Background: an optimization exercise with open tools, aiming at small area and a short achievable clock period. Do not read the settings as production practice.
Where RTL was checked, it was by simulation tests only, not by an equivalence proof against the original.
The RTL of run 3 was laid out without a check of its function.
Power and IR drop assume default switching activity.

## flow/flow/run.sh

```bash
#!/bin/bash
set -euo pipefail
bash standard.sh SETUP_SLACK_MARGIN=9 "BUFFER_PORTS_ARGS=-buffer_cell sky130_fd_sc_hd__buf_2" finish > standard_flow.log 2>&1
```

## flow/standard.sh

```bash
#!/bin/bash
# synth_recipe.tcl (not shown) runs the flow's synth.tcl, then flattens the netlist and writes it again
# the make line also repeats each setting of config.mk as NAME=value (left out here)
make -C /OpenROAD-flow-scripts/flow DESIGN_CONFIG=/design/flow/config.mk WORK_HOME=/design/flow/orfs CLKGATE_MAP_FILE= SYNTH_SCRIPT=/design/flow/synth_recipe.tcl "${@:-finish}"
```

## flow/config.mk

```make
export PLATFORM = sky130hd
export DESIGN_NAME = FPU_top
export DESIGN_NICKNAME = FPU_top
export VERILOG_FILES = /design/flow/design.v
export SDC_FILE = /design/flow/constraint.sdc
export NUM_CORES = 4
export LEC_CHECK = 0
export ABC_AREA = 1
export CAP_MARGIN = 20
export CORE_MARGIN = 2
export CORE_UTILIZATION = 40
export PLACE_DENSITY = 0.6
export SLEW_MARGIN = 20
```

## flow/constraint.sdc

```tcl
create_clock -name core_clock -period 15.0 [get_ports {i_clk}]
set_input_delay 3.0000 -clock core_clock [delete_from_list [all_inputs] [get_ports {i_clk}]]
set_output_delay 3.0000 -clock core_clock [all_outputs]
set_load 0.01 [all_outputs]
```

## flow/design.v

```verilog
module CLA_4bit (
    input  logic [3:0]  a,
    input  logic [3:0]  b,
    input  logic        cin,
    output logic [3:0]  sum,
    output logic        o_p,
    output logic        o_g
);
    logic [3:0] w_g, w_p;
    logic [3:0] w_c;
    assign w_g = a & b;
    assign w_p = a ^ b;
        assign w_c[0] = cin;
        assign w_c[1] = w_g[0] | (w_p[0] & w_c[0]);
        assign w_c[2] = w_g[1] | (w_p[1] & w_g[0]) | (w_p[1] & w_p[0] & w_c[0]);
        assign w_c[3] = w_g[2] | (w_p[2] & w_g[1]) | (w_p[2] & w_p[1] & w_g[0]) | (w_p[2] & w_p[1] & w_p[0] & w_c[0]);
    assign sum = w_p ^ w_c;
    assign o_p = &w_p;
    assign o_g = w_g[3] | (w_p[3] & w_g[2]) | (w_p[3] & w_p[2] & w_g[1]) | (w_p[3] & w_p[2] & w_p[1] & w_g[0]) | (w_p[3] & w_p[2] & w_p[1] & w_p[0] & w_c[0]);
endmodule
module CLA_8bit(
    input  logic        i_carry,
    input  logic [7:0]  i_data_a,
    input  logic [7:0]  i_data_b,
    output logic [7:0]  o_sum,
    output logic        o_carry
);
    logic [1:0] w_P, w_G;
    logic w_C;
    CLA_4bit CLA_4BIT_UNIT_0 (
        .a      (i_data_a[3:0]),
        .b      (i_data_b[3:0]),
        .cin    (i_carry),
        .sum    (o_sum[3:0]),
        .o_p    (w_P[0]),
        .o_g    (w_G[0])
    );
    assign w_C = w_G[0] | (w_P[0] & i_carry);
    CLA_4bit CLA_4BIT_UNIT_1 (
        .a      (i_data_a[7:4]),
        .b      (i_data_b[7:4]),
        .cin    (w_C),
        .sum    (o_sum[7:4]),
        .o_p    (w_P[1]),
        .o_g    (w_G[1])
    );
    assign o_carry = w_G[1] | (w_P[1] & (w_G[0] | (w_P[0] & i_carry)));
endmodule
module CLA_28bit(
    input logic         i_carry,
    input logic [27:0]  i_data_a,
    input logic [27:0]  i_data_b,
    output logic [27:0] o_sum,
    output logic        o_carry
);
logic [7:0] w_c;
logic [6:0] w_p;
logic [6:0] w_g;
genvar i;
generate
    assign w_c[0] = i_carry;
    CLA_4bit CLA_4BIT_UNIT_0 (
        .a      (i_data_a[3:0]),
        .b      (i_data_b[3:0]),
        .cin    (w_c[0]),
        .sum    (o_sum[3:0]),
        .o_p    (w_p[0]),
        .o_g    (w_g[0])
    );
    assign w_c[1] = w_g[0] | (w_p[0] & w_c[0]);
    for (i = 1; i < 7; i = i + 1) begin : CLA_BLOCK_GEN
        CLA_4bit CLA_4BIT_UNIT_1 (
            .a      (i_data_a[(i*4)+3 : i*4]),
            .b      (i_data_b[(i*4)+3 : i*4]),
            .cin    (w_c[i]),
            .sum    (o_sum[(i*4)+3 : i*4]),
            .o_p    (w_p[i]),
            .o_g    (w_g[i])
        );        
        assign w_c[i+1] = w_g[i] | (w_p[i] & w_c[i]);
    end
endgenerate
assign o_carry = w_c[7];
endmodule
module COMP_2bit(
    input  logic [1:0] i_data_a,
    input  logic [1:0] i_data_b,
    output logic       o_less,
    output logic       o_equal
);
    assign o_less  = ((~(i_data_a[1] | i_data_a[0])) & i_data_b[0]) | (~i_data_a[0] & (i_data_b[1] & i_data_b[0])) | (~i_data_a[1] & i_data_b[1]);
    assign o_equal = ~|(i_data_a ^ i_data_b);
endmodule
module COMP_4bit(
    input  logic [3:0] i_data_a,
    input  logic [3:0] i_data_b,
    output logic       o_less,
    output logic       o_equal
);
    logic w_less_low, w_equal_low;
    logic w_less_high, w_equal_high;
    COMP_2bit u_low (
        .i_data_a (i_data_a[1:0]),
        .i_data_b (i_data_b[1:0]),
        .o_less   (w_less_low),
        .o_equal  (w_equal_low)
    );
    COMP_2bit u_high (
        .i_data_a (i_data_a[3:2]),
        .i_data_b (i_data_b[3:2]),
        .o_less   (w_less_high),
        .o_equal  (w_equal_high)
    );
    assign o_less  = w_less_high | (w_equal_high & w_less_low);
    assign o_equal = w_equal_high & w_equal_low;
endmodule
module COMP_8bit (
    input  logic [7:0] i_data_a,
    input  logic [7:0] i_data_b,
    output logic                 o_less
);
    logic w_less_low, w_equal_low;
    logic w_less_high, w_equal_high;
    COMP_4bit u_low (
        .i_data_a (i_data_a[3:0]),
        .i_data_b (i_data_b[3:0]),
        .o_less   (w_less_low),
        .o_equal  (w_equal_low)
    );
    COMP_4bit u_high (
        .i_data_a (i_data_a[7:4]),
        .i_data_b (i_data_b[7:4]),
        .o_less   (w_less_high),
        .o_equal  (w_equal_high)
    );
    assign o_less = w_less_high | (w_equal_high & w_less_low);
endmodule
module COMP_28bit (
    input  logic [27:0] i_data_a,
    input  logic [27:0] i_data_b,
    output logic                 o_less  
);
    logic w_less_0_0, w_less_0_1, w_less_0_2, w_less_0_3, w_less_0_4, w_less_0_5, w_less_0_6;
    logic w_equal_0_0, w_equal_0_1, w_equal_0_2, w_equal_0_3, w_equal_0_4, w_equal_0_5, w_equal_0_6;
    COMP_4bit u_i_data_0 (
        .i_data_a (i_data_a[3:0]),
        .i_data_b (i_data_b[3:0]),
        .o_less   (w_less_0_0),
        .o_equal  (w_equal_0_0)
    );
    COMP_4bit u_i_data_1 (
        .i_data_a (i_data_a[7:4]),
        .i_data_b (i_data_b[7:4]),
        .o_less   (w_less_0_1),
        .o_equal  (w_equal_0_1)
    );
    COMP_4bit u_i_data_2 (
        .i_data_a (i_data_a[11:8]),
        .i_data_b (i_data_b[11:8]),
        .o_less   (w_less_0_2),
        .o_equal  (w_equal_0_2)
    );
    COMP_4bit u_i_data_3 (
        .i_data_a (i_data_a[15:12]),
        .i_data_b (i_data_b[15:12]),
        .o_less   (w_less_0_3),
        .o_equal  (w_equal_0_3)
    );
    COMP_4bit u_i_data_4 (
        .i_data_a (i_data_a[19:16]),
        .i_data_b (i_data_b[19:16]),
        .o_less   (w_less_0_4),
        .o_equal  (w_equal_0_4)
    );
    COMP_4bit u_i_data_5 (
        .i_data_a (i_data_a[23:20]),
        .i_data_b (i_data_b[23:20]),
        .o_less   (w_less_0_5),
        .o_equal  (w_equal_0_5)
    );
    COMP_4bit u_i_data_6 (
        .i_data_a (i_data_a[27:24]),
        .i_data_b (i_data_b[27:24]),
        .o_less   (w_less_0_6),
        .o_equal  (w_equal_0_6)
    );
    assign o_less = w_less_0_6
                  | (w_equal_0_6 & w_less_0_5)
                  | (w_equal_0_6 & w_equal_0_5 & w_less_0_4)
                  | (w_equal_0_6 & w_equal_0_5 & w_equal_0_4 & w_less_0_3)
                  | (w_equal_0_6 & w_equal_0_5 & w_equal_0_4 & w_equal_0_3 & w_less_0_2)
                  | (w_equal_0_6 & w_equal_0_5 & w_equal_0_4 & w_equal_0_3 & w_equal_0_2 & w_less_0_1)
                  | (w_equal_0_6 & w_equal_0_5 & w_equal_0_4 & w_equal_0_3 & w_equal_0_2 & w_equal_0_1 & w_less_0_0);
endmodule
module EXP_swap (
    input logic [7:0]     i_data_a        ,
    input logic [7:0]     i_data_b        ,
    output logic                    o_compare       ,    
    output logic [7:0]    o_less_data     ,
    output logic [7:0]    o_greater_data  
);
COMP_8bit COMP_LESS_UNIT (
    .i_data_a       (i_data_a),
    .i_data_b       (i_data_b),
    .o_less         (o_compare)
);
always_comb begin
    o_less_data     = (o_compare) ? i_data_a : i_data_b;
    o_greater_data  = (o_compare) ? i_data_b : i_data_a;
end
endmodule
module EXP_sub (
    input logic [7:0]   i_data_a,
    input logic [7:0]   i_data_b,
    output logic [7:0]  o_sub        
);
logic [7:0] w_data_b;
assign w_data_b = ~(i_data_b);
CLA_8bit CLA_8BIT_UNIT (
    .i_carry    (1'b1),
    .i_data_a   (i_data_a),
    .i_data_b   (w_data_b),
    .o_sum      (o_sub),
    .o_carry    ()
);
endmodule
module MAN_swap (
    input logic [23:0]         i_man_a     ,
    input logic [23:0]         i_man_b     ,
    input logic                     i_compare   ,
    output logic [23:0]     o_man_max   ,
    output logic [23:0]     o_man_min   
);
assign o_man_max    = i_compare ? i_man_b : i_man_a;
assign o_man_min    = i_compare ? i_man_a : i_man_b;
endmodule
module MAN_swap_2 (
    input logic [27:0]         i_man_a     ,
    input logic [27:0]         i_man_b     ,
    input logic                     i_compare   ,
    output logic [27:0]     o_man_max   ,
    output logic [27:0]     o_man_min   
);
assign o_man_max    = i_compare ? i_man_b : i_man_a;
assign o_man_min    = i_compare ? i_man_a : i_man_b;
endmodule
module SHF_right_28bit (
    input  logic [4:0] i_shift_number,
    input  logic [27:0]  i_data, 
    output logic [27:0]  o_data
);
localparam  SIZE_SHIFT = 5 ;
localparam  SIZE_DATA  = 28;
    logic [SIZE_DATA-1:0] stage [SIZE_SHIFT:0];
    assign stage[0] = i_data;
    genvar i;
    generate
        for (i = 0; i < SIZE_SHIFT; i++) begin : GEN_SHIFT
            localparam SHIFT_AMT = (1 << i);
            always_comb begin
                if (i_shift_number[i])
                    stage[i+1] = { {SHIFT_AMT{1'b0}}, stage[i][SIZE_DATA-1:SHIFT_AMT] };
                else
                    stage[i+1] = stage[i];
            end
        end
    endgenerate
    assign o_data = stage[SIZE_SHIFT];
endmodule
module SHF_left_28bit (
    input  logic [4:0] i_shift_number,
    input  logic [27:0]  i_data, 
    output logic [27:0]  o_data
);
localparam  SIZE_DATA  = 28;
localparam  SIZE_SHIFT = 5 ;
    logic [SIZE_DATA-1:0] stage [SIZE_SHIFT:0];
    assign stage[0] = i_data;
    genvar i;
    generate
        for (i = 0; i < SIZE_SHIFT; i++) begin : GEN_SHIFT
            localparam SHIFT_AMT = (1 << i);
            always_comb begin
                if (i_shift_number[i])
                    stage[i+1] = { stage[i][SIZE_DATA-1-SHIFT_AMT:0], {SHIFT_AMT{1'b0}} };
                else
                    stage[i+1] = stage[i];
            end
        end
    endgenerate
    assign o_data = stage[SIZE_SHIFT];
endmodule
module SIGN_unit (
    input logic             i_add_sub       ,
    input logic             i_comp_man      ,
    input logic             i_sign_man_a    ,
    input logic             i_sign_man_b    ,
    output logic            o_sign_s        
);
assign o_sign_s = (~i_add_sub & i_sign_man_b & i_comp_man) | (i_add_sub & ~i_sign_man_b & i_comp_man) | (i_sign_man_a & ~i_comp_man);
endmodule
module MAN_ALU #(
    parameter NUM_OP    = 1 
)(
    input logic [NUM_OP-1:0]    i_fpu_op        ,
    input logic                 i_sign_a        ,
    input logic                 i_sign_b        ,
    input logic [27:0]  i_man_max       ,
    input logic [27:0]  i_man_min       ,
    output logic [27:0] o_man_alu       ,
    output logic                o_overflow       
);
logic w_i_carry;
logic [27:0] w_n_man_b;
logic [27:0] w_i_man_b;
logic w_overflow;
assign w_i_carry = i_fpu_op ? ~(i_sign_a ^ i_sign_b) : (i_sign_a ^ i_sign_b);
assign w_n_man_b = ~(i_man_min);
assign w_i_man_b = w_i_carry ? w_n_man_b : i_man_min;
CLA_28bit ALU_SUB_UNIT (
    .i_carry        (w_i_carry),
    .i_data_a       (i_man_max),
    .i_data_b       (w_i_man_b),
    .o_sum          (o_man_alu),
    .o_carry        (w_overflow)
);
assign o_overflow = w_i_carry ? 1'b0 : w_overflow;
endmodule
module LOPD_4bit(
    input logic [3:0]       i_data  ,
    output logic [1:0]      o_pos_one,
    output logic            o_zero_flag
);
assign o_zero_flag = ~(i_data[3]|i_data[2]|(i_data[1]|i_data[0])) ;
assign o_pos_one[1] = (i_data[0] | i_data[1])&(~i_data[2])&(~i_data[3]);
assign o_pos_one[0] = ((~i_data[3])&i_data[2]) | ((~i_data[3])&(~i_data[1])&(i_data[0]));
endmodule
module LOPD_8bit(
    input logic [7:0]       i_data  ,
    output logic [2:0]      o_pos_one,
    output logic            o_zero_flag
);
logic w_zero_flag_0;
logic [1:0] w_pos_one_0;
LOPD_4bit LOPD_4bit_unit_0 (
    .i_data         (i_data[3:0]),
    .o_pos_one      (w_pos_one_0),
    .o_zero_flag    (w_zero_flag_0)
);
logic w_zero_flag_1;
logic [1:0] w_pos_one_1;
LOPD_4bit LOPD_4bit_unit_1 (
    .i_data         (i_data[7:4]),
    .o_pos_one      (w_pos_one_1),
    .o_zero_flag    (w_zero_flag_1)
);
logic [2:0] w_o_pos_one;
assign o_zero_flag = w_zero_flag_0 & w_zero_flag_1;
assign w_o_pos_one[2] = w_zero_flag_1;
assign w_o_pos_one[1] = w_zero_flag_1 ? w_pos_one_0[1] : w_pos_one_1[1];
assign w_o_pos_one[0] = w_zero_flag_1 ? w_pos_one_0[0] : w_pos_one_1[0];
assign o_pos_one = o_zero_flag ? '0 : w_o_pos_one;
endmodule
module LOPD_16bit(
    input logic [15:0]       i_data  ,
    output logic [3:0]      o_pos_one,
    output logic            o_zero_flag
);
logic [2:0]         w_pos_one_0;  
logic               w_zero_flag_0;
LOPD_8bit LOPD_8bit_unit_0(
    .i_data         (i_data[7:0]),
    .o_pos_one      (w_pos_one_0),
    .o_zero_flag    (w_zero_flag_0)
);
logic [2:0]         w_pos_one_1;  
logic               w_zero_flag_1;
LOPD_8bit LOPD_8bit_unit_1(
    .i_data         (i_data[15:8]),
    .o_pos_one      (w_pos_one_1),
    .o_zero_flag    (w_zero_flag_1)
);
logic [3:0] w_o_pos_one;
assign o_zero_flag = w_zero_flag_0 & w_zero_flag_1;
assign w_o_pos_one[3] = w_zero_flag_1;
assign w_o_pos_one[2] = w_zero_flag_1 ? w_pos_one_0[2] : w_pos_one_1[2];
assign w_o_pos_one[1] = w_zero_flag_1 ? w_pos_one_0[1] : w_pos_one_1[1];
assign w_o_pos_one[0] = w_zero_flag_1 ? w_pos_one_0[0] : w_pos_one_1[0];
assign o_pos_one = o_zero_flag ? '0 : w_o_pos_one;
endmodule
module LOPD_24bit (
    input logic [23:0]     i_data          ,
    output logic [4:0]    o_one_position  ,
    output logic                    o_zero_flag      
);
logic [15:0]     LOPD16_i_data;
assign LOPD16_i_data = i_data[23:8];
logic [3:0]      LOPD16_o_pos_one;
logic            LOPD16_o_zero_flag;
LOPD_16bit LOPD_16bit_UNIT_MSB (
    .i_data             (LOPD16_i_data),
    .o_pos_one          (LOPD16_o_pos_one),
    .o_zero_flag        (LOPD16_o_zero_flag)
);
logic [7:0]      LOPD8_i_data;
assign LOPD8_i_data = i_data[7:0];
logic [2:0]      LOPD8_o_pos_one;
logic            LOPD8_o_zero_flag;
LOPD_8bit LOPD_8bit_UNIT_LSB (
    .i_data             (LOPD8_i_data),
    .o_pos_one          (LOPD8_o_pos_one),
    .o_zero_flag        (LOPD8_o_zero_flag)
);
logic [4:0]        w_o_one_position;
assign o_zero_flag         = LOPD16_o_zero_flag & LOPD8_o_zero_flag;
assign w_o_one_position[4] = LOPD16_o_zero_flag;
assign w_o_one_position[3] = LOPD16_o_zero_flag ? 1'b0               : LOPD16_o_pos_one[3];
assign w_o_one_position[2] = LOPD16_o_zero_flag ? LOPD8_o_pos_one[2] : LOPD16_o_pos_one[2];
assign w_o_one_position[1] = LOPD16_o_zero_flag ? LOPD8_o_pos_one[1] : LOPD16_o_pos_one[1];
assign w_o_one_position[0] = LOPD16_o_zero_flag ? LOPD8_o_pos_one[0] : LOPD16_o_pos_one[0];
assign o_one_position = o_zero_flag ? 5'b11111 : w_o_one_position;
endmodule
module EXP_adjust (
    input  logic                    i_overflow  ,
    input  logic                    i_underflow ,
    input  logic                    i_zero_flag ,
    input  logic [7:0]    i_lopd_value,
    input  logic [7:0]     i_exp_value ,
    output logic [7:0]     o_exp_result
);
logic [7:0] w_exp_result;
logic w_i_carry;
assign w_i_carry = ~(i_overflow | i_underflow);
logic [7:0] w_data_b;
assign w_data_b = i_overflow ? 8'b0000_0001 : (i_underflow ? '0 : ~(i_lopd_value));
CLA_8bit CLA_8BIT_UNIT (
    .i_carry    (w_i_carry),
    .i_data_a   (i_exp_value),
    .i_data_b   (w_data_b),
    .o_sum      (w_exp_result),
    .o_carry    ()
);
assign o_exp_result = i_zero_flag ? 8'h00 : w_exp_result;
endmodule
module NORMALIZATION_unit (
    input logic                     i_overflow      ,
    input logic                     i_zero_flag     ,
    input logic [4:0]     i_one_position  ,
    input logic [27:0]     i_mantissa      ,
    output logic [27:0]    o_mantissa       
);
logic [27:0] w_shift_left;
SHF_left_28bit  SHF_left_28bit_unit (
    .i_shift_number     (i_one_position),
    .i_data             (i_mantissa), 
    .o_data             (w_shift_left)
);
assign o_mantissa = i_zero_flag ? '0 : (i_overflow ? {1'b1, i_mantissa[27:1]} : (~i_mantissa[27] ? w_shift_left : i_mantissa) );
endmodule
module RND_add (
    input logic [23:0]     i_data  ,
    input logic                     i_carry ,
    output logic [23:0]    o_data  ,
    output logic                    o_carry  
);
    logic [23:0] w_carry;
    assign w_carry[0] = i_carry;
    genvar i;
    generate
        for (i = 1; i < 24; i++) begin : proc_propage_one
            assign w_carry[i] = (&i_data[i-1:0]) & w_carry[0];
        end
    endgenerate
    assign o_data = i_data ^ w_carry;
    assign o_carry = (&i_data) & w_carry[0];
endmodule
module ROUNDING_unit (
    input logic [27:0]          i_man           ,
    output logic [23:0]  o_man_result    ,
    output logic                        o_ov_flow       
);
localparam SIZE_MAN          = 28;
localparam SIZE_MAN_RESULT   = 24;
logic [SIZE_MAN_RESULT-1:0] w_man_temp;
assign w_man_temp = i_man[SIZE_MAN-1:SIZE_MAN-SIZE_MAN_RESULT];
logic w_guard_bit, w_round_bit, w_sticky_bit;
assign w_guard_bit = i_man[3];
assign w_round_bit = i_man[2];
assign w_sticky_bit= i_man[1] | i_man[0];
logic w_rounding_result;
assign w_rounding_result = (w_guard_bit & w_round_bit) | (w_round_bit & w_sticky_bit);
RND_add  INCREASE_ROUNDING (
    .i_data         (w_man_temp),
    .i_carry        (w_rounding_result),
    .o_data         (o_man_result),
    .o_carry        (o_ov_flow) 
);
endmodule
module PSC_unit(
    input logic                     i_add_sub   ,
    input logic                     i_sign_a    ,
    input logic [7:0]               i_exp_a     ,
    input logic [23:0]              i_man_a     ,
    input logic                     i_sign_b    ,
    input logic [7:0]               i_exp_b     ,
    input logic [23:0]              i_man_b     ,
    output logic                    o_sel_exp   ,
    output logic [1:0]              o_sel_man    
);
logic w_E_one_A, w_E_one_B;
logic w_M_zero_A, w_M_zero_B;
assign w_E_one_A    = &i_exp_a;
assign w_E_one_B    = &i_exp_b;
assign w_M_zero_A   = ~|i_man_a[22:0];
assign w_M_zero_B   = ~|i_man_b[22:0];
assign o_sel_exp = (~i_sign_b & w_E_one_B & ~w_M_zero_B) | (~i_sign_a & w_E_one_A & ~w_M_zero_A) | (w_E_one_A & w_M_zero_A & w_E_one_B & w_M_zero_B);
assign o_sel_man[1] = (~i_sign_b & w_E_one_B & ~w_M_zero_B) | (~i_sign_a & w_E_one_A & ~w_M_zero_A & ~i_sign_b) | (~i_add_sub & ~i_sign_a & w_E_one_A & ~w_M_zero_A & ~w_M_zero_B) | (~i_add_sub & ~i_sign_a & w_E_one_A & w_E_one_B & w_M_zero_B) | (~i_sign_a & w_E_one_A & ~w_M_zero_A & w_E_one_B) | (~i_sign_a & w_E_one_A & ~i_sign_b & w_E_one_B) | (i_add_sub & i_sign_a & w_E_one_A & w_M_zero_A & i_sign_b & w_E_one_B & w_M_zero_B);
assign o_sel_man[0] = (~i_add_sub & ~i_sign_a & w_E_one_A & w_M_zero_A & ~i_sign_b & w_E_one_B & w_M_zero_B) | (~i_add_sub & i_sign_a & w_E_one_A & w_M_zero_A & i_sign_b & w_E_one_B & w_M_zero_B) | (i_add_sub & ~i_sign_a & w_E_one_A & w_M_zero_A & i_sign_b & w_E_one_B & w_M_zero_B) | (i_add_sub & i_sign_a & w_E_one_A & w_M_zero_A & ~i_sign_b & w_E_one_B & w_M_zero_B);
endmodule
module FPU_unit #(
    parameter NUM_OP    = 1
)(
    input logic [NUM_OP-1:0]    i_add_sub       ,
    input logic [31:0]          i_32_a          ,
    input logic [31:0]          i_32_b          ,
    output logic [31:0]         o_32_s          ,
    output logic                o_ov_flag       ,
    output logic                o_un_flag        
);
logic w_sign_a, w_sign_b;
logic [7:0] w_exponent_a, w_exponent_b;
logic [23:0] w_mantissa_a, w_mantissa_b;
assign w_sign_a = i_32_a[31];
assign w_sign_b = i_32_b[31];
assign w_exponent_a = i_32_a[30:23];
assign w_exponent_b = i_32_b[30:23]; 
assign w_mantissa_a = {1'b1, i_32_a[22:0]};
assign w_mantissa_b = {1'b1, i_32_b[22:0]};
logic w_sign_result;
logic [7:0] w_exponent_result;
logic [23:0] w_mantissa_result;
logic w_EXPSWAP_compare;
logic [7:0] w_EXPSWAP_max, w_EXPSWAP_min;
logic [7:0] w_EXPSUB_diff_value;
logic [23:0] w_MAN_SWAP1_max, w_MAN_SWAP1_min;
logic [27:0] w_MAN_SHF_RIGHT_min, w_MAN_SHF_RIGHT_max;
logic w_MAN_COMP_28BIT_less;
logic w_MAN_PRE_SWAP_BY_MAN_compara;
logic [27:0] w_MAN_PRE_SWAP_BY_MAN_max,      w_MAN_PRE_SWAP_BY_MAN_min;
logic [27:0] w_MAN_ALU_man;
logic        w_MAN_ALU_overflow;
logic [4:0] w_LOPD_24BIT_one_position;
logic       w_LOPD_24BIT_zero_flag;
logic [7:0] w_EXP_ADJUST_result;
logic [27:0] w_NORMALIZATION_man;
logic [23:0] w_ROUNDING_man;
logic        w_ROUNDING_ov_flow;
logic                    PSC_o_sel_exp;
logic [1:0]              PSC_o_sel_man;
EXP_swap EXP_SWAP_UNIT (
    .i_data_a           (w_exponent_a),
    .i_data_b           (w_exponent_b),
    .o_compare          (w_EXPSWAP_compare),    
    .o_less_data        (w_EXPSWAP_min),
    .o_greater_data     (w_EXPSWAP_max) 
);
EXP_sub  EXP_SUB_UNIT(
    .i_data_a           (w_EXPSWAP_max),
    .i_data_b           (w_EXPSWAP_min),
    .o_sub              (w_EXPSUB_diff_value)
);
 MAN_swap MAN_PRE_SWAP_BY_EXPONENT_UNIT (
    .i_man_a            (w_mantissa_a),
    .i_man_b            (w_mantissa_b),
    .i_compare          (w_EXPSWAP_compare),
    .o_man_max          (w_MAN_SWAP1_max),
    .o_man_min          (w_MAN_SWAP1_min)
);
assign w_MAN_SHF_RIGHT_max = {w_MAN_SWAP1_max, 4'b0};
SHF_right_28bit  SHF_RIGHT_28BIT_UNIT (
    .i_shift_number     (w_EXPSUB_diff_value[4:0]),
    .i_data             ({w_MAN_SWAP1_min, 4'b0}), 
    .o_data             (w_MAN_SHF_RIGHT_min)
);
COMP_28bit MAN_COMP_28BIT_UNIT (
    .i_data_a           (w_MAN_SHF_RIGHT_max),
    .i_data_b           (w_MAN_SHF_RIGHT_min),
    .o_less             (w_MAN_COMP_28BIT_less)
);
assign w_MAN_PRE_SWAP_BY_MAN_compara = w_MAN_COMP_28BIT_less;
MAN_swap_2  MAN_PRE_SWAP_BY_MAN_UNIT (
    .i_man_a            (w_MAN_SHF_RIGHT_max),   
    .i_man_b            (w_MAN_SHF_RIGHT_min),   
    .i_compare          (w_MAN_PRE_SWAP_BY_MAN_compara),
    .o_man_max          (w_MAN_PRE_SWAP_BY_MAN_max),
    .o_man_min          (w_MAN_PRE_SWAP_BY_MAN_min)
);
SIGN_unit SIGN_OUT(
    .i_add_sub       (i_add_sub),
    .i_comp_man      (w_MAN_COMP_28BIT_less | w_EXPSWAP_compare),
    .i_sign_man_a    (w_sign_a),
    .i_sign_man_b    (w_sign_b),
    .o_sign_s        (w_sign_result) 
);
MAN_ALU #(
    .NUM_OP         (NUM_OP)
) MAN_ALU_UNIT (
    .i_fpu_op           (i_add_sub),
    .i_sign_a           (w_sign_a),
    .i_sign_b           (w_sign_b),
    .i_man_max          (w_MAN_PRE_SWAP_BY_MAN_max),
    .i_man_min          (w_MAN_PRE_SWAP_BY_MAN_min),
    .o_man_alu          (w_MAN_ALU_man),
    .o_overflow         (w_MAN_ALU_overflow)
);
LOPD_24bit LOPD_24BIT_UNIT (
    .i_data             (w_MAN_ALU_man[27:4]),
    .o_one_position     (w_LOPD_24BIT_one_position),
    .o_zero_flag        (w_LOPD_24BIT_zero_flag)
);
EXP_adjust EXP_ADJUST_UNIT (
    .i_overflow         (o_ov_flag),
    .i_underflow        (w_MAN_ALU_man[27]),
    .i_zero_flag        (w_LOPD_24BIT_zero_flag),
    .i_lopd_value       ({3'b0, w_LOPD_24BIT_one_position}),
    .i_exp_value        (w_EXPSWAP_max),
    .o_exp_result       (w_EXP_ADJUST_result)
);
NORMALIZATION_unit NORMALIZATION_UNIT (
    .i_overflow         (w_MAN_ALU_overflow),
    .i_zero_flag        (w_LOPD_24BIT_zero_flag),
    .i_one_position     (w_LOPD_24BIT_one_position),
    .i_mantissa         (w_MAN_ALU_man),
    .o_mantissa         (w_NORMALIZATION_man) 
);
ROUNDING_unit ROUNDING_UNIT (
    .i_man              (w_NORMALIZATION_man),
    .o_man_result       (w_ROUNDING_man),
    .o_ov_flow          (w_ROUNDING_ov_flow)
);
PSC_unit PSC_UNIT(
    .i_add_sub          (i_add_sub),
    .i_sign_a           (w_sign_a),
    .i_exp_a            (w_exponent_a),
    .i_man_a            (w_mantissa_a),
    .i_sign_b           (w_sign_b),
    .i_exp_b            (w_exponent_b),
    .i_man_b            (w_mantissa_b),
    .o_sel_exp          (PSC_o_sel_exp),
    .o_sel_man          (PSC_o_sel_man) 
);
assign w_exponent_result = PSC_o_sel_exp ? 8'hFF : w_EXP_ADJUST_result; 
Mux_4_to_1 SEL_MANTISSA_FOR_RESULT (
    .i_sel          (PSC_o_sel_man),
    .i_data_00      (w_ROUNDING_man),
    .i_data_01      (24'h000000),
    .i_data_10      (24'h000001),
    .i_data_11      (w_ROUNDING_man),
    .o_data         (w_mantissa_result) 
);
assign o_32_s = {w_sign_result, w_exponent_result, w_mantissa_result[22:0]};
assign o_ov_flag = w_MAN_ALU_overflow | w_ROUNDING_ov_flow;
assign o_un_flag = ~w_MAN_ALU_man[27];
endmodule
module Mux_4_to_1 (
    input logic [1:0]               i_sel    ,
    input logic [23:0]     i_data_00,
    input logic [23:0]     i_data_01,
    input logic [23:0]     i_data_10,
    input logic [23:0]     i_data_11,
    output logic [23:0]    o_data    
);
logic [23:0] w_o_data;
always_comb begin : proc_mux_4_to_1
    case (i_sel)
        2'b00: 
            w_o_data = i_data_00;
        2'b01:
            w_o_data = i_data_01;
        2'b10:
            w_o_data = i_data_10;
        2'b11:
            w_o_data = i_data_11; 
        default: 
            w_o_data = i_data_00;
    endcase
end
assign o_data = w_o_data;
endmodule
module FPU_top  #(
    parameter NUM_OP    = 1
)(
    input logic                 i_clk           ,
    input logic                 i_rst_n         ,
    input logic [NUM_OP-1:0]    i_add_sub       ,
    input logic [31:0]          i_32_a          ,
    input logic [31:0]          i_32_b          ,
    output logic [31:0]         o_32_s          ,
    output logic                o_ov_flag       ,
    output logic                o_un_flag
);
logic        w_sa, w_sb, w_sbe, w_eff_sub;
logic [7:0]  w_ea, w_eb;
logic [22:0] w_fa, w_fb;
logic [8:0]  w_dab;
logic [4:0]  w_dba;
logic        w_exp_lt;
logic [4:0]  w_shamt;
logic        w_sh0, w_f_lt, w_f_gt, w_swap2, w_sign, w_near;
logic [7:0]  w_emax;
logic [22:0] w_big, w_small;
logic        w_sel_exp;
logic [1:0]  w_sel_man;
assign w_sa = i_32_a[31];
assign w_sb = i_32_b[31];
assign w_ea = i_32_a[30:23];
assign w_eb = i_32_b[30:23];
assign w_fa = i_32_a[22:0];
assign w_fb = i_32_b[22:0];
assign w_sbe     = w_sb ^ i_add_sub[0];
assign w_eff_sub = w_sa ^ w_sbe;
assign w_dab    = {1'b0, w_ea} - {1'b0, w_eb};
assign w_dba    = w_eb[4:0] - w_ea[4:0];
assign w_exp_lt = w_dab[8];
assign w_shamt  = w_exp_lt ? w_dba : w_dab[4:0];
assign w_emax   = w_exp_lt ? w_eb : w_ea;
assign w_sh0    = (w_ea[4:0] == w_eb[4:0]);
assign w_f_lt   = w_fa < w_fb;
assign w_f_gt   = w_fb < w_fa;
assign w_big    = w_exp_lt ? w_fb : w_fa;
assign w_small  = w_exp_lt ? w_fa : w_fb;
assign w_swap2  = w_eff_sub & w_sh0 & (w_exp_lt ? w_f_gt : w_f_lt);
assign w_sign   = (w_exp_lt | (w_sh0 & w_f_lt)) ? w_sbe : w_sa;
assign w_near   = w_eff_sub & ~|w_shamt[4:1];
PSC_unit PSC_UNIT(
    .i_add_sub          (i_add_sub[0]),
    .i_sign_a           (w_sa),
    .i_exp_a            (w_ea),
    .i_man_a            ({1'b1, w_fa}),
    .i_sign_b           (w_sb),
    .i_exp_b            (w_eb),
    .i_man_b            ({1'b1, w_fb}),
    .o_sel_exp          (w_sel_exp),
    .o_sel_man          (w_sel_man)
);
logic [22:0] r_big, r_small;
logic [4:0]  r_shamt;
logic [7:0]  r_emax;
logic        r_sign, r_eff_sub, r_swap2, r_near, r_sel_exp;
logic [1:0]  r_sel_man;
always_ff @( posedge i_clk ) begin
    r_big       <= w_big;
    r_small     <= w_small;
    r_shamt     <= w_shamt;
    r_emax      <= w_emax;
    r_sign      <= w_sign;
    r_eff_sub   <= w_eff_sub;
    r_swap2     <= w_swap2;
    r_near      <= w_near;
    r_sel_exp   <= w_sel_exp;
    r_sel_man   <= w_sel_man;
end
logic [27:0] w_A, w_Bf;
logic [27:0] w_sh [5:0];
logic [27:0] w_Rf, w_Nf;
logic        w_coutf, w_ovf, w_zerof, w_rndf, w_rnd_ovf;
logic [7:0]  w_expf;
assign w_A = {1'b1, r_big, 4'b0};
assign w_sh[0] = {1'b1, r_small, 4'b0} ^ {28{r_eff_sub}};
genvar gi;
generate
    for (gi = 0; gi < 5; gi++) begin : GEN_RSHIFT
        assign w_sh[gi+1] = r_shamt[gi] ? {{(1<<gi){r_eff_sub}}, w_sh[gi][27:(1<<gi)]} : w_sh[gi];
    end
endgenerate
assign w_Bf = w_sh[5];
assign {w_coutf, w_Rf} = {1'b0, w_A} + {1'b0, w_Bf} + {28'd0, r_eff_sub};
assign w_ovf   = ~r_eff_sub & w_coutf;
assign w_zerof = ~|w_Rf[27:4];
assign w_Nf = w_ovf ? {1'b1, w_Rf[27:1]} : (w_Rf[27] ? w_Rf : {w_Rf[26:0], 1'b0});
assign w_rndf    = ~w_zerof & w_Nf[2] & (w_Nf[3] | w_Nf[1] | w_Nf[0]);
assign w_rnd_ovf = w_rndf & (&w_Nf[27:4]);
always_comb begin
    if (w_zerof)                  w_expf = 8'h00;
    else if (w_ovf | w_rnd_ovf)   w_expf = r_emax + 8'd1;
    else if (w_Rf[27])            w_expf = r_emax;
    else                          w_expf = r_emax - 8'd1;
end
logic [27:0] w_Bn, w_Sn, w_Rn, w_Nn;
logic [4:0]  w_lz;
logic        w_zeron;
logic [7:0]  w_expn;
assign w_Bn = r_shamt[0] ? {1'b0, 1'b1, r_small, 3'b0} : {1'b1, r_small, 4'b0};
assign w_Sn = w_A + ~w_Bn + {27'd0, ~r_swap2};
assign w_Rn = w_Sn ^ {28{r_swap2}};
logic [31:0] w_lzd_in;
assign w_lzd_in = {w_Rn[27:4], 8'hFF};
logic [15:0] w_v1;  logic [15:0] w_p1;
logic [7:0]  w_v2;  logic [1:0]  w_p2 [7:0];
logic [3:0]  w_v3;  logic [2:0]  w_p3 [3:0];
logic [1:0]  w_v4;  logic [3:0]  w_p4 [1:0];
generate
    for (gi = 0; gi < 16; gi++) begin : GEN_LZ1
        assign w_v1[gi] = w_lzd_in[2*gi+1] | w_lzd_in[2*gi];
        assign w_p1[gi] = ~w_lzd_in[2*gi+1];
    end
    for (gi = 0; gi < 8; gi++) begin : GEN_LZ2
        assign w_v2[gi] = w_v1[2*gi+1] | w_v1[2*gi];
        assign w_p2[gi] = w_v1[2*gi+1] ? {1'b0, w_p1[2*gi+1]} : {1'b1, w_p1[2*gi]};
    end
    for (gi = 0; gi < 4; gi++) begin : GEN_LZ3
        assign w_v3[gi] = w_v2[2*gi+1] | w_v2[2*gi];
        assign w_p3[gi] = w_v2[2*gi+1] ? {1'b0, w_p2[2*gi+1]} : {1'b1, w_p2[2*gi]};
    end
    for (gi = 0; gi < 2; gi++) begin : GEN_LZ4
        assign w_v4[gi] = w_v3[2*gi+1] | w_v3[2*gi];
        assign w_p4[gi] = w_v3[2*gi+1] ? {1'b0, w_p3[2*gi+1]} : {1'b1, w_p3[2*gi]};
    end
endgenerate
assign w_lz    = w_v4[1] ? {1'b0, w_p4[1]} : {1'b1, w_p4[0]};
assign w_zeron = ~|w_Rn[27:4];
logic [27:0] w_ls [5:0];
assign w_ls[5] = w_Rn;
generate
    for (gi = 4; gi >= 0; gi--) begin : GEN_LSHIFT
        assign w_ls[gi] = w_lz[gi] ? {w_ls[gi+1][27-(1<<gi):0], {(1<<gi){1'b0}}} : w_ls[gi+1];
    end
endgenerate
assign w_Nn = w_ls[0];
assign w_expn = w_zeron ? 8'h00 : (r_emax - {3'b0, w_lz});
logic [22:0] w_man_pre;
logic        w_rnd_sel, w_ov_flag, w_un_flag;
logic [7:0]  w_exp;
always_comb begin
    case (r_sel_man)
        2'b01:   begin w_man_pre = 23'd0; w_rnd_sel = 1'b0;  end
        2'b10:   begin w_man_pre = 23'd1; w_rnd_sel = 1'b0;  end
        default: begin
            w_man_pre = r_near ? w_Nn[26:4] : w_Nf[26:4];
            w_rnd_sel = ~r_near & w_rndf;
        end
    endcase
end
assign w_exp     = r_sel_exp ? 8'hFF : (r_near ? w_expn : w_expf);
assign w_ov_flag = ~r_near & (w_ovf | w_rnd_ovf);
assign w_un_flag = r_near ? ~w_Rn[27] : ~w_Rf[27];
logic        q_sign, q_rnd;
logic [7:0]  q_exp;
logic [22:0] q_man;
always_ff @( posedge i_clk or negedge i_rst_n ) begin
    if(~i_rst_n) begin
        q_sign              <= '0;
        q_exp               <= '0;
        q_man               <= '0;
        q_rnd               <= '0;
        o_ov_flag           <= '0;
        o_un_flag           <= '0;
    end else begin
        q_sign              <= r_sign;
        q_exp               <= w_exp;
        q_man               <= w_man_pre;
        q_rnd               <= w_rnd_sel;
        o_ov_flag           <= w_ov_flag;
        o_un_flag           <= w_un_flag;
    end
end
assign o_32_s = {q_sign, q_exp, q_man + {22'd0, q_rnd}};
endmodule
```

==> reports/results.ini, run 1 <==
[die]
placementRows = 66
die_w_um = 185
start_util_pct = 40.4
die_h_um = 185
die_area_um2 = 34100
pin_count = 101
core_um2 = 32400

[timing]
holdWs_ps = 331
min_period_ps = 5690
hold_viol = 0
finalSetupTns_ps = 0
finalSetupViolCount = 0
slew_headroom_pct = 43.2
finalCritPeriodShare_pct = 38.0
timing.final.max_slew_violations = 0
fin_ws_ps = 9310
fmaxAchievable_mhz = 176
skew_ps = 12.5
rsz0062_at_grt = no
worst_pin_slew_ps = 831

[clock_tree]
clock_latency_ps = 370
cts_made_buffers = 9
clockBufferDepth = 2
cts_tree = yes
cts_max_level = 3
clkSinkCount = 101
cts_root_buffer = clkbuf_16
clk_pin_slew_ps = 70

[power]
p_int_w = 0.00118
ir_worst_vdd_mv = 0.0682
pwr-share-comb_pct = 76.8
clockPowerShare_pct = 8.4
switchingPower_w = 0.00170
power.leakage_nw = 7.28
p_total_w = 0.00287
powerDensity_nw_per_um2 = 201
p_seq_share_pct = 14.8
swShare_pct = 59.1

[place]
place.gp.congestion = 0.997
post-place-ws_ps = 8670
dpl.hpwl_um = 39300
portBuffers = 100
dpl_cell_area_um2 = 13800

[grt]
grt.total_usage_pct = 28.3
grt_max_degree = 88
grt_first_pass_wirelength_um = 74600
grt_pass1_vias = 13800
overflow = 0
antenna_found_initial = 0

[layout]
seq_area_um2 = 2200
area_growth_pct = 9.60
drive_gt1_share_pct = 9.15
nets = 2455
fin_area_um2 = 14300
multiInputGateArea_um2 = 9650
n_fill_cell = 3644
diodes = 0

[route]
first_iter_violations = 1600
ant_nets = 0
top_layer_used = met4
viasPerCell = 5.48
vias = 15000
wire_per_inst_um = 17.6
m1WireLength_um = 21800
wl_um = 48200
routed-wl-met2_um = 21100
dr.pass1.iters = 6
route.met3.wl_um = 3590
post-route-drc-count = 0

[synthesis]
synthCells = 2243
syn-num-nets = 2407
ys_seq_elements = 101
syn_avg_cell_area_um2 = 5.83
syn_area_um2 = 13100
seq_area_frac_synth_pct = 16.8
yosysWarnings = 6
synth.distinct_cells = 57

[outcome]
run_status = timing/DRC/antenna clean

[worst_setup_path]
start_kind = register
arrival_ps = 2690
end_kind = output port
path_max_fanout = 4
cp.required_ps = 12000
critPathKind = reg2out

[worst_hold_path]
min_path_type = reg2reg

[flow_run]
drv_cap = 0

power groups by stage:
stage	clock network [W]	registers [W]	logic [W]
finish	0.000242	0.000426	0.00221
detailed placement	0	0.000428	0.00211
global route	0.000258	0.000434	0.00245
CTS	0.000248	0.000423	0.00212
floorplan	0	0.000394	0.00156
global placement	0	0.000428	0.00212
final timing paths:
kind,slack (ps),from,endpoint,depth (start not counted)
max,9310,q_rnd$_DFF_PN0_,o_32_s[20],12
max in group asynchronous,11750,i_rst_n,q_sign$_DFF_PN0_,1
min in group asynchronous,2720,i_rst_n,q_man[15]$_DFF_PN0_,1
max reg2reg,9330,r_shamt[0]$_DFF_P_,q_exp[5]$_DFF_PN0_,27
min,330,r_sign$_DFF_P_,q_sign$_DFF_PN0_,0
min reg2reg,330,r_sign$_DFF_P_,q_sign$_DFF_PN0_,0
placed cells by master (no fill, tap or decap), types with 14 or more instances in the layout:
master	netlist	final
a21oi_1	115	113
o21ai_0	165	161
dfrtp_1	35	35
nand2_1	649	646
nand3_1	270	268
ha_1	94	94
nand4_1	28	28
buf_2	24	100
buf_4	13	15
inv_1	239	237
xnor2_1	29	28
nor4_1	17	14
nor3_1	21	19
a31oi_1	29	29
nor2_1	212	210
dfxtp_1	66	62
xor2_1	64	64
final cells by class:
cell class | instances | share of cell area [%]
Clock inverter | 5 | 0.419
Tap cell | 442 | 3.86
Multi-Input combinational cell | 1809 | 67.4
Timing Repair Buffer | 117 | 4.50
Inverter | 252 | 6.71
Clock buffer | 11 | 1.70
Timing Repair inverter | 1 | 0.0349
Sequential cell | 101 | 15.4
sequential cells by signal, indices dropped and copies added (netlist names), 2 cells and up:
register	flops
q_exp	8
r_shamt	5
r_sel_man	2
r_big	23
r_small	23
r_emax	8
q_man	23
critical path: stages, from the launching register on:
cell and delay (ps):
dfrtp_1 340, ha_1 170, ha_1 180, nand3_1 120, nand3b_1 220, nor3_2 210, inv_1 120, nor4_4 230
nand3_2 170, nor2_1 180, nand3_1 110, xnor2_1 130, buf_2 140
Yosys cell counts, drive strengths merged:
cell	count	area share [%]
o21bai	4	0.29
fa	3	0.46
o31ai	2	0.11
mux2i	4	0.31
a21oi	116	4.5
o41ai	2	0.13
a211oi	5	0.29
buf	48	2.2
a21boi	6	0.37
nand4	28	1.3
dfxtp	66	10
a41oi	3	0.20
o221a	2	0.17
o211ai	7	0.44
o221ai	3	0.20
xnor2	30	2.1
nand2	662	19
dfrtp	35	6.7
a2111oi	1	0.067
o21a	6	0.34
a221oi	1	0.067
xor2	64	4.3
nor2	218	6.5
ha	94	9.0
o21ai	170	6.6
a21o	5	0.30
nor4	17	0.81
o22ai	7	0.34
or2	5	0.24
a31oi	29	1.4
and3	3	0.14
nand3b	11	0.66
nor3	21	0.80
o311ai	1	0.067
a311oi	1	0.067
inv	252	7.2
nand3	276	11
clkbuf	35	1.0
kinds of logic after synthesis:
group	count (synthesis)	share of synthesized area [%]
adders and majority gates	97	9.46
buffers and inverters	335	10.5
DFF	101	16.8
and+or+nand+nor	1241	40.7
muxes	4	0.306
xor gates and xnor gates	94	6.36
AOI/OAI and AO/OA	371	15.9
stage by stage:
stage               util (%)  cells
floorplan                  -   2243
global placement        42.5   2709
detailed placement      42.5   2709
CTS                     43.6   2726
global route            44.2   2738
finish                  44.2   2738
layer usage:
metal / global-route usage (%) / up-vias
met2: 45.0 / 603
met1: 38.6 / 6840
met5: 0 / -
met4: 10.7 / 0
li1: - / 7484
met3: 4.15 / 89
repair_timing:
item	CTS	global route
gates cloned	1	2
hold buffers	0	0
setup buffers	0	10
pin swaps	1	3
gates resized for setup	7	37
setup endpoints to repair	11	15
==> run 2: changes to the inputs <==
--- a/flow/config.mk
+++ b/flow/config.mk
@@ -7,7 +7,7 @@
 export LEC_CHECK = 0
 export ABC_AREA = 1
-export CAP_MARGIN = 20
+export CAP_MARGIN = 10
 export CORE_MARGIN = 2
-export CORE_UTILIZATION = 40
-export PLACE_DENSITY = 0.6
-export SLEW_MARGIN = 20
+export CORE_UTILIZATION = 55
+export PLACE_DENSITY = 0.75
+export SLEW_MARGIN = 10
==> run 2 against run 1 <==
Effect of this change: via count is 2.7% higher; sequential share of layout area is 0.18 points higher; synthesized area stayed put; synthesized cell count stayed put; combinational power hardly changed; design area is 1.4% lower; routed wire length is 3.2% lower; final cell count is 4.6% lower; die area is 27% lower; worst setup slack worse by 38 ps.
==> reports/results.ini, run 2 <==
[worst_setup_path]
cp_top_family = simple AND/OR/NAND/NOR gates
critPathKind = reg2reg
cp.required_ps = 15240  ; +3240 ps
crit_top_cell = nand2_1
critical-path-max-stage-delay_ps = 470  ; +130 ps
cp_num_buf_inv = 5  ; +3
path_max_fanout = 33  ; +29
end_kind = register
start_kind = register
arrival_ps = 5980  ; +3290 ps
slowest_stage = nor3_1

[grt]
use_met2_pct = 57.3  ; +12 points
grt_first_pass_wirelength_um = 71700  ; -3.9%
grt_pass1_vias = 13700  ; -0.68%
grt_max_degree = 88  ; unchanged
overflow = 0  ; unchanged
antenna_found_initial = 0  ; unchanged
grt.total_usage_pct = 36.8  ; +8.6 points
grtUsageMet1_pct = 49.9  ; +11 points
grt_busiest_layer = met2
grtUsageMet3_pct = 8.13  ; +4.0 points

[die]
placementRows = 56  ; -15%
pin_count = 101  ; unchanged
core_um2 = 23400  ; -28%
start_util_pct = 55.8  ; +15 points
die_area_um2 = 25000  ; -27%
die_h_um = 158  ; -14%
die_w_um = 158  ; -14%

[power]
ir_worst_vdd_mv = 0.0761  ; +12%
power.leakage_nw = 7.26  ; -0.21%
powerDensity_nw_per_um2 = 203  ; +1.3%

[route]
post-route-drc-count = 0  ; unchanged
viasPerCell = 5.90  ; +7.6%
first_iter_violations = 1759  ; +9.9%
wire_per_inst_um = 17.9  ; +1.4%
dr.pass1.iters = 6  ; unchanged
wl_um = 46600  ; -3.2%
vias = 15400  ; +2.7%
ant_nets = 0  ; unchanged

[place]
portBuffers = 100  ; unchanged
post-place-ws_ps = 8700  ; +35.2 ps
dpl.hpwl_um = 37400  ; -4.8%
place.gp.congestion = 1.05  ; +5.6%
dpl_cell_area_um2 = 13600  ; -1.0%

[synthesis]
synth_top_area_share_pct = 18.6  ; unchanged
synthCells = 2243  ; unchanged
async_flop_share_pct = 34.7  ; unchanged
synth_edf_count = 0  ; unchanged
yosys-top-cells-area = nand2_1 19%, nand3_1 10%, dfxtp_1 10%, ha_1 9.0%, inv_1 6.9%
ys_seq_elements = 101  ; unchanged
synth.distinct_cells = 57  ; unchanged
ys_top_cells_by_count = 649 x nand2_1, 270 x nand3_1, 239 x inv_1
syn-num-nets = 2407  ; unchanged
yosysMostFrequentCell = nand2_1
seq_area_frac_synth_pct = 16.8  ; unchanged
yosysWarnings = 6  ; unchanged
syn_avg_cell_area_um2 = 5.83  ; unchanged
ys.flop_type = dfxtp_1
yosys.area.top_type = nand2_1
syn_area_um2 = 13100  ; unchanged

[flow_run]
drv_cap = 0  ; unchanged

[layout]
layout_common_cells = 646 x nand2_1, 268 x nand3_1, 238 x inv_1, 212 x nor2_1, 161 x o21ai_0
n_fill_cell = 2458  ; -33%
drive_gt1_share_pct = 8.81  ; -0.34 points
seq_area_um2 = 2200  ; -0.23%
final_common_cell = nand2_1
utilization_pct = 60.4  ; +16 points
nets = 2452  ; -0.12%
fin_area_um2 = 14100  ; -1.4%
multiInputGateArea_um2 = 9620  ; -0.35%
area_growth_pct = 8.10
largestRegisters = q_man: 23 flops, r_big: 23 flops, r_small: 23 flops

[clock_tree]
clk_pin_slew_ps = 80  ; about the same
cts_max_level = 3  ; unchanged
clkSinkCount = 101  ; unchanged
cts_root_buffer = clkbuf_16
cts_tree = yes
clock_latency_ps = 360  ; about the same
cts_made_buffers = 9  ; unchanged
clockBufferDepth = 2  ; unchanged

[timing]
holdWs_ps = 328  ; -2.77 ps
finalCritPeriodShare_pct = 38.2  ; +0.25 points
hold_viol = 0  ; unchanged
fin_ws_ps = 9270  ; -38.0 ps
skew_ps = 14.5  ; +1.99 ps
fmaxAchievable_mhz = 174  ; -0.66%
timing.final.max_slew_violations = 0  ; unchanged
slew_headroom_pct = 28.7  ; -14 points
min_period_ps = 5730  ; +38.0 ps
finalSetupTns_ps = 0  ; unchanged
finalSetupViolCount = 0  ; unchanged
worst_pin_slew_ps = 1070  ; +237 ps
rsz0062_at_grt = yes

[worst_hold_path]
min_path_type = reg2reg

[outcome]
run_status = timing/DRC/antenna clean

[run 2: report_power, final]
part	switching, W	internal, W
Combinational	0.00150	0.000695
Sequential	0.0000768	0.000346
Clock	0.000109	0.000140
[run 2: kinds of logic after synthesis]
kind of cell	synth area share (%)
and+or+nand+nor	40.7
AOI/OAI and AO/OA	15.9
buffers and inverters	10.5
DFF	16.8
adders and majority gates	9.46
xor gates and xnor gates	6.36
muxes	0.306
[run 2: area by class of cell]
class	count	area share, %
Clock buffer	11	1.79
Inverter	252	6.78
Timing Repair Buffer	115	4.46
Sequential cell	101	15.6
Timing Repair inverter	1	0.0354
Tap cell	319	2.83
Multi-Input combinational cell	1808	68.1
Clock inverter	5	0.452
Antenna cell	1	0.0177
[run 2: worst paths after layout]
check / from / end / slack (ps) / cells past startpoint
worst max-delay path: r_shamt[2]$_DFF_P_ / q_exp[3]$_DFF_PN0_ / 9270 / 30
worst min-delay path: r_sign$_DFF_P_ / q_sign$_DFF_PN0_ / 330 / 0
worst max register to register: r_shamt[2]$_DFF_P_ / q_exp[3]$_DFF_PN0_ / 9270 / 30
worst min register to register: r_sign$_DFF_P_ / q_sign$_DFF_PN0_ / 330 / 0
max in group asynchronous: i_rst_n / q_sign$_DFF_PN0_ / 11780 / 1
min in group asynchronous: i_rst_n / q_man[15]$_DFF_PN0_ / 2710 / 1
[run 2: layer usage]
layer / wire length [um] / part of all wire, % / vias to the layer above
li1: - / - / 7489
met1: 19700 / 42 / 6971
met2: 20100 / 43 / 820
met3: 5140 / 11 / 136
met4: 1720 / 3.7 / 0
met5: 0 / 0 / -
[run 2: repair_timing]
action                     in CTS  in global routing
setup endpoints to repair      11                 14
cloned                          0                  2
pin swaps                       0                  2
setup buffers                   0                  6
gates resized for setup         3                 32
hold buffers                    0                  0
[run 2: stage by stage]
| stage | cells | power [W] |
|---|---|---|
| after floorplan | 2243 | 0.00195 |
| after global placement | 2588 | 0.00249 |
| after detailed placement | 2588 | 0.00250 |
| after CTS | 2604 | 0.00276 |
| after global routing | 2612 | 0.00312 |
| final | 2613 | 0.00287 |
==> run 3: changes to the inputs <==
--- a/flow/design.v
+++ b/flow/design.v
@@ -726,6 +726,21 @@
 assign w_emax   = w_exp_lt ? w_eb : w_ea;
 assign w_sh0    = (w_ea[4:0] == w_eb[4:0]);
-assign w_f_lt   = w_fa < w_fb;
-assign w_f_gt   = w_fb < w_fa;
+logic [31:0] w_c_gt [5:0];
+logic [31:0] w_c_lt [5:0];
+assign w_c_gt[0] = {9'b0, w_fa & ~w_fb};
+assign w_c_lt[0] = {9'b0, ~w_fa & w_fb};
+genvar gi;
+generate
+    for (gi = 0; gi < 5; gi++) begin : GEN_CMP
+        for (genvar gj = 0; gj < (16 >> gi); gj++) begin : GEN_CMP_NODE
+            assign w_c_gt[gi+1][gj] = w_c_gt[gi][2*gj+1] | (~w_c_lt[gi][2*gj+1] & w_c_gt[gi][2*gj]);
+            assign w_c_lt[gi+1][gj] = w_c_lt[gi][2*gj+1] | (~w_c_gt[gi][2*gj+1] & w_c_lt[gi][2*gj]);
+        end
+        assign w_c_gt[gi+1][31:(16 >> gi)] = '0;
+        assign w_c_lt[gi+1][31:(16 >> gi)] = '0;
+    end
+endgenerate
+assign w_f_lt   = w_c_lt[5][0];
+assign w_f_gt   = w_c_gt[5][0];
 assign w_big    = w_exp_lt ? w_fb : w_fa;
 assign w_small  = w_exp_lt ? w_fa : w_fb;
@@ -747,5 +762,5 @@
 logic [4:0]  r_shamt;
 logic [7:0]  r_emax;
-logic        r_sign, r_eff_sub, r_swap2, r_near, r_sel_exp;
+logic        r_sign, r_eff_sub, r_swap2, r_ncin, r_near, r_sel_exp;
 logic [1:0]  r_sel_man;
 always_ff @( posedge i_clk ) begin
@@ -757,4 +772,5 @@
     r_eff_sub   <= w_eff_sub;
     r_swap2     <= w_swap2;
+    r_ncin      <= ~w_swap2;
     r_near      <= w_near;
     r_sel_exp   <= w_sel_exp;
@@ -768,5 +784,4 @@
 assign w_A = {1'b1, r_big, 4'b0};
 assign w_sh[0] = {1'b1, r_small, 4'b0} ^ {28{r_eff_sub}};
-genvar gi;
 generate
     for (gi = 0; gi < 5; gi++) begin : GEN_RSHIFT
@@ -792,5 +807,5 @@
 logic [7:0]  w_expn;
 assign w_Bn = r_shamt[0] ? {1'b0, 1'b1, r_small, 3'b0} : {1'b1, r_small, 4'b0};
-assign w_Sn = w_A + ~w_Bn + {27'd0, ~r_swap2};
+assign w_Sn = w_A + ~w_Bn + {27'd0, r_ncin};
 assign w_Rn = w_Sn ^ {28{r_swap2}};
 logic [31:0] w_lzd_in;
@@ -828,5 +843,28 @@
 endgenerate
 assign w_Nn = w_ls[0];
-assign w_expn = w_zeron ? 8'h00 : (r_emax - {3'b0, w_lz});
+logic       w_eborrow;
+logic [2:0] w_elow;
+logic [4:0] w_ehigh;
+logic [4:0] w_ehc [4:0];
+assign w_eborrow = r_emax[2:0] < w_lz[2:0];
+assign w_elow    = r_emax[2:0] - w_lz[2:0];
+generate
+    for (gi = 0; gi < 5; gi++) begin : GEN_EHC
+        assign w_ehc[gi] = r_emax[7:3] - 5'(gi);
+    end
+endgenerate
+always_comb begin
+    case ({w_lz[4:3], w_eborrow})
+        3'b000:  w_ehigh = w_ehc[0];
+        3'b001:  w_ehigh = w_ehc[1];
+        3'b010:  w_ehigh = w_ehc[1];
+        3'b011:  w_ehigh = w_ehc[2];
+        3'b100:  w_ehigh = w_ehc[2];
+        3'b101:  w_ehigh = w_ehc[3];
+        3'b110:  w_ehigh = w_ehc[3];
+        default: w_ehigh = w_ehc[4];
+    endcase
+end
+assign w_expn = w_zeron ? 8'h00 : {w_ehigh, w_elow};
 logic [22:0] w_man_pre;
 logic        w_rnd_sel, w_ov_flag, w_un_flag;
==> flow/run.sh (new file) <==
#!/bin/bash
# synth_recipe.tcl (not shown) runs the flow's synth.tcl, then flattens the netlist and writes it again
# the make line also repeats each setting of config.mk as NAME=value (left out here)
make -C /OpenROAD-flow-scripts/flow DESIGN_CONFIG=/design/flow/config.mk WORK_HOME=/design/flow/orfs CLKGATE_MAP_FILE= SYNTH_SCRIPT=/design/flow/synth_recipe.tcl finish
==> flow/config.mk (replaced) <==
export PLATFORM = sky130hd
export DESIGN_NAME = FPU_top
export DESIGN_NICKNAME = FPU_top
export VERILOG_FILES = /design/flow/design.v
export SDC_FILE = /design/flow/constraint.sdc
export NUM_CORES = 4
export LEC_CHECK = 0
export CAP_MARGIN = 20
export CORE_MARGIN = 2
export CORE_UTILIZATION = 40
export PLACE_DENSITY = 0.6
export SLEW_MARGIN = 20
removed: flow/flow/run.sh
removed: flow/standard.sh
==> run 3 against run 2 <==
Effect of this change: non-clock buffer count unchanged; sequential share of layout area down 1.0 points; sequential cell count up 1; die area up 44%; critical endpoint is now q_exp[6]$_DFF_PN0_; largest power group unchanged.
==> reports/results.ini, run 3 <==
[outcome]
run_status = timing/DRC/antenna clean

[route]
dr.pass1.iters = 9  ; +3
wire_per_inst_um = 21.4  ; +20%
viasPerCell = 6.26  ; +6.1%
ant_nets = 0  ; unchanged
post-route-drc-count = 0  ; unchanged
vias = 14400  ; -6.5%
first_iter_violations = 1601  ; -9.0%
wl_um = 49200  ; +5.4%

[synthesis]
yosys.area.top_type = dfxtp_1
yosysMostFrequentCell = nand2_1
synth_top_area_share_pct = 9.73  ; -8.9 points
yosys-mux-area-fraction_pct = 11.0  ; +11 points
synth_xor_area_share_pct = 8.59  ; +2.2 points
yosys-top-cells-area = dfxtp_1 9.7%, ha_1 7.1%, dfrtp_1 6.4%, xnor2_1 5.7%, a21oi_1 5.6%
syn-num-nets = 1985  ; -18%
ys.flop_type = dfxtp_1
synth_compound_area_share_pct = 27.0  ; +11 points
syn_area_um2 = 13800  ; +5.4%
synth_edf_count = 0  ; unchanged
synth_top_family_by_area = compound AO/OA/AOI/OAI gates
synth-simple-area-share_pct = 23.0  ; -18 points
async_flop_share_pct = 34.3  ; -0.34 points
syn_avg_cell_area_um2 = 7.50  ; +29%
synthAdderAreaFrac_pct = 8.90  ; -0.56 points
ys_seq_elements = 102  ; +0.99%
seq_area_frac_synth_pct = 16.1  ; -0.72 points
ys_top_cells_by_count = 178 x nand2_1, 155 x nor2_1, 154 x a21oi_1
synth.distinct_cells = 102  ; +79%
synthCells = 1836  ; -18%
yosysWarnings = 9  ; +3

[worst_setup_path]
cp_top_family = simple AND/OR/NAND/NOR gates
crit_top_cell = ha_1
slowest_stage = dfxtp_2
cp.required_ps = 15250  ; about the same
critical-path-max-stage-delay_ps = 960  ; +490 ps
end_kind = register
cp_num_buf_inv = 2  ; -3
start_kind = register
arrival_ps = 8780  ; +2800 ps
critPathKind = reg2reg
path_max_fanout = 35  ; +6.1%

[power]
power.leakage_nw = 6.08  ; -16%
ir_worst_vdd_mv = 0.0839  ; +10%
powerDensity_nw_per_um2 = 198  ; -2.8%

[timing]
finalSetupTns_ps = 0  ; unchanged
rsz0062_at_grt = no
hold_viol = 0  ; unchanged
skew_ps = 13.4  ; -1.15 ps
slew_headroom_pct = 28.0  ; -0.78 points
timing.final.max_slew_violations = 0  ; unchanged
fmaxAchievable_mhz = 117  ; -33%
min_period_ps = 8530  ; +2800 ps
worst_pin_slew_ps = 1070  ; +5.16 ps
finalSetupViolCount = 0  ; unchanged
finalCritPeriodShare_pct = 56.9  ; +19 points

[layout]
fin_area_um2 = 15200  ; +7.8%
nets = 1999  ; -18%
drive_gt1_share_pct = 7.39  ; -1.4 points
largestRegisters = q_man: 23 flops, r_big: 23 flops, r_small: 23 flops
finalNonFillerCells = 2303  ; -12%
diodes = 0  ; -1
area_growth_pct = 10.5
layout_common_cells = 178 x nand2_1, 155 x nor2_1, 154 x a21oi_1, 126 x o21ai_0, 99 x clkdlybuf4s50_1
final_common_cell = nand2_1
n_fill_cell = 3420  ; +39%

[clock_tree]
cts_resized = 0  ; -3
clk_pin_slew_ps = 80  ; about the same
cts_root_buffer = clkbuf_16
post_cts_buffers = 0  ; unchanged
cts_tree = yes
cts_max_level = 3  ; unchanged
clkSinkCount = 102  ; +0.99%
cts_made_buffers = 9  ; unchanged
clock_latency_ps = 370  ; about the same
clockBufferDepth = 2  ; unchanged
cts-hold-fix-buffers = 0  ; unchanged

[place]
place_inst = 2287  ; -12%
portBuffers = 100  ; unchanged
place.gp.congestion = 0.975  ; -7.4%
dpl_cell_area_um2 = 14900  ; +9.7%
dpl.hpwl_um = 39400  ; +5.4%

[die]
start_util_pct = 40.9  ; -15 points
die_area_um2 = 35900  ; +44%
core_um2 = 33700  ; +44%
pin_count = 101  ; unchanged
die_w_um = 190  ; +20%
placementRows = 67  ; +20%
die_h_um = 190  ; +20%

[worst_hold_path]
min_path_type = reg2reg

[grt]
grt_first_pass_wirelength_um = 76200  ; +6.3%
grt.total_usage_pct = 26.8  ; -10 points
overflow = 0  ; unchanged
antenna_found_initial = 0  ; unchanged
grt_pass1_vias = 13400  ; -2.5%
grt_max_degree = 83  ; -5.7%

[flow_run]
drv_cap = 0  ; unchanged

run 3: changes by cell type in the layout (fill, tap and decap cells not counted), moves of 73 or more:
| cell | previous run | this run |
|---|---|---|
| nand2_1 | 646 | 178 |
| mux2i_1 | 4 | 77 |
| nand3_1 | 268 | 59 |
| clkdlybuf4s50_1 | 0 | 99 |
| buf_2 | 100 | 1 |
| inv_1 | 238 | 54 |
run 3: logic make-up after synthesis:
kind of cell | count (synthesis)
xor+xnor | 130
buf+inv | 171
simple gates | 640
fa+ha+maj | 99
mux | 134
compound gates | 560
flops | 102
run 3: final cells by class:
type                    count  area [um^2]  area share [%]
multi-input cells        1563        10800            71.1
flip-flops and latches    102         2220            14.6
repair buffers            115         1110            7.28
well taps                 448          561            3.68
clock buffers              10          229            1.50
inverters                  59          221            1.45
clock inverters             6         60.1           0.395
run 3: layer usage:
| layer | wire, um | global-route usage (%) | vias to the layer above |
|---|---|---|---|
| met5 | 0 | 0 | - |
| met1 | 22800 | 37.7 | 6895 |
| met3 | 3350 | 3.73 | 84 |
| met4 | 1480 | 8.74 | 0 |
| met2 | 21600 | 42.2 | 629 |
| li1 | - | - | 6812 |
run 3: per-stage QoR:
stage | total power [W] | utilization [%] | hold slack, ps | worst slack (ps)
global placement | 0.00271 | 44.3 | 339 | 6950
CTS | 0.00295 | 45.2 | 346 | 6660
finish | 0.00301 | 45.2 | 341 | 6470
floorplan | 0.00203 | - | 316 | 7870
detailed placement | 0.00271 | 44.3 | 336 | 6680
global route | 0.00321 | 45.2 | 343 | 5830
run 3: worst paths after layout:
kind                                          from            endpoint  slack (ps)  depth (start not counted)
worst max-delay path            r_shamt[0]$_DFF_P_  q_exp[6]$_DFF_PN0_        6470                         29
min in group asynchronous                  i_rst_n    q_sign$_DFF_PN0_        2710                          1
max in group asynchronous                  i_rst_n  q_exp[0]$_DFF_PN0_       11790                          1
worst min-delay path                r_sign$_DFF_P_    q_sign$_DFF_PN0_         340                          0
worst max register to register  r_shamt[0]$_DFF_P_  q_exp[6]$_DFF_PN0_        6470                         29
worst min register to register      r_sign$_DFF_P_    q_sign$_DFF_PN0_         340                          0
run 3: power by group:
part,internal [W],switching [W]
sequential,0.000347,0.0000649
clock,0.000129,0.000107
combinational,0.000885,0.00148

==> re-timing with driven ports <==
In the flow no input, the clock included, has a driving cell. The finished layouts below were timed again as built, in two steps.
Step 1: set_driving_cell puts a clkbuf_16 on i_clk and a buf_2 on each other input, an assumption about the parent block.
Step 2 moves the port delays by t, midway between the first and last clock arrival at a register: inputs arrive t later, outputs are due t later. That takes back most of the time a late clock gives input paths.
Slacks: ideal / step 1 / step 2; pairs: ideal / step 1.
run | shift t [ns] | slack for setup (ns) | worst hold slack (ns)
run 1 | 0.409 | 9.305 / 9.259 / 9.232 | 0.331 / 0.331 / 0.331
run 2 | 0.402 | 9.267 / 9.242 / 9.267 | 0.328 / 0.328 / 0.328
run 3 | 0.421 | 6.469 / 6.469 / 6.469 | 0.341 / 0.341 / 0.341
After both steps every run listed still meets setup and hold. The setup slack of run 1, which loses most, moves by -0.046 ns with the drivers and by -0.073 ns with both steps.
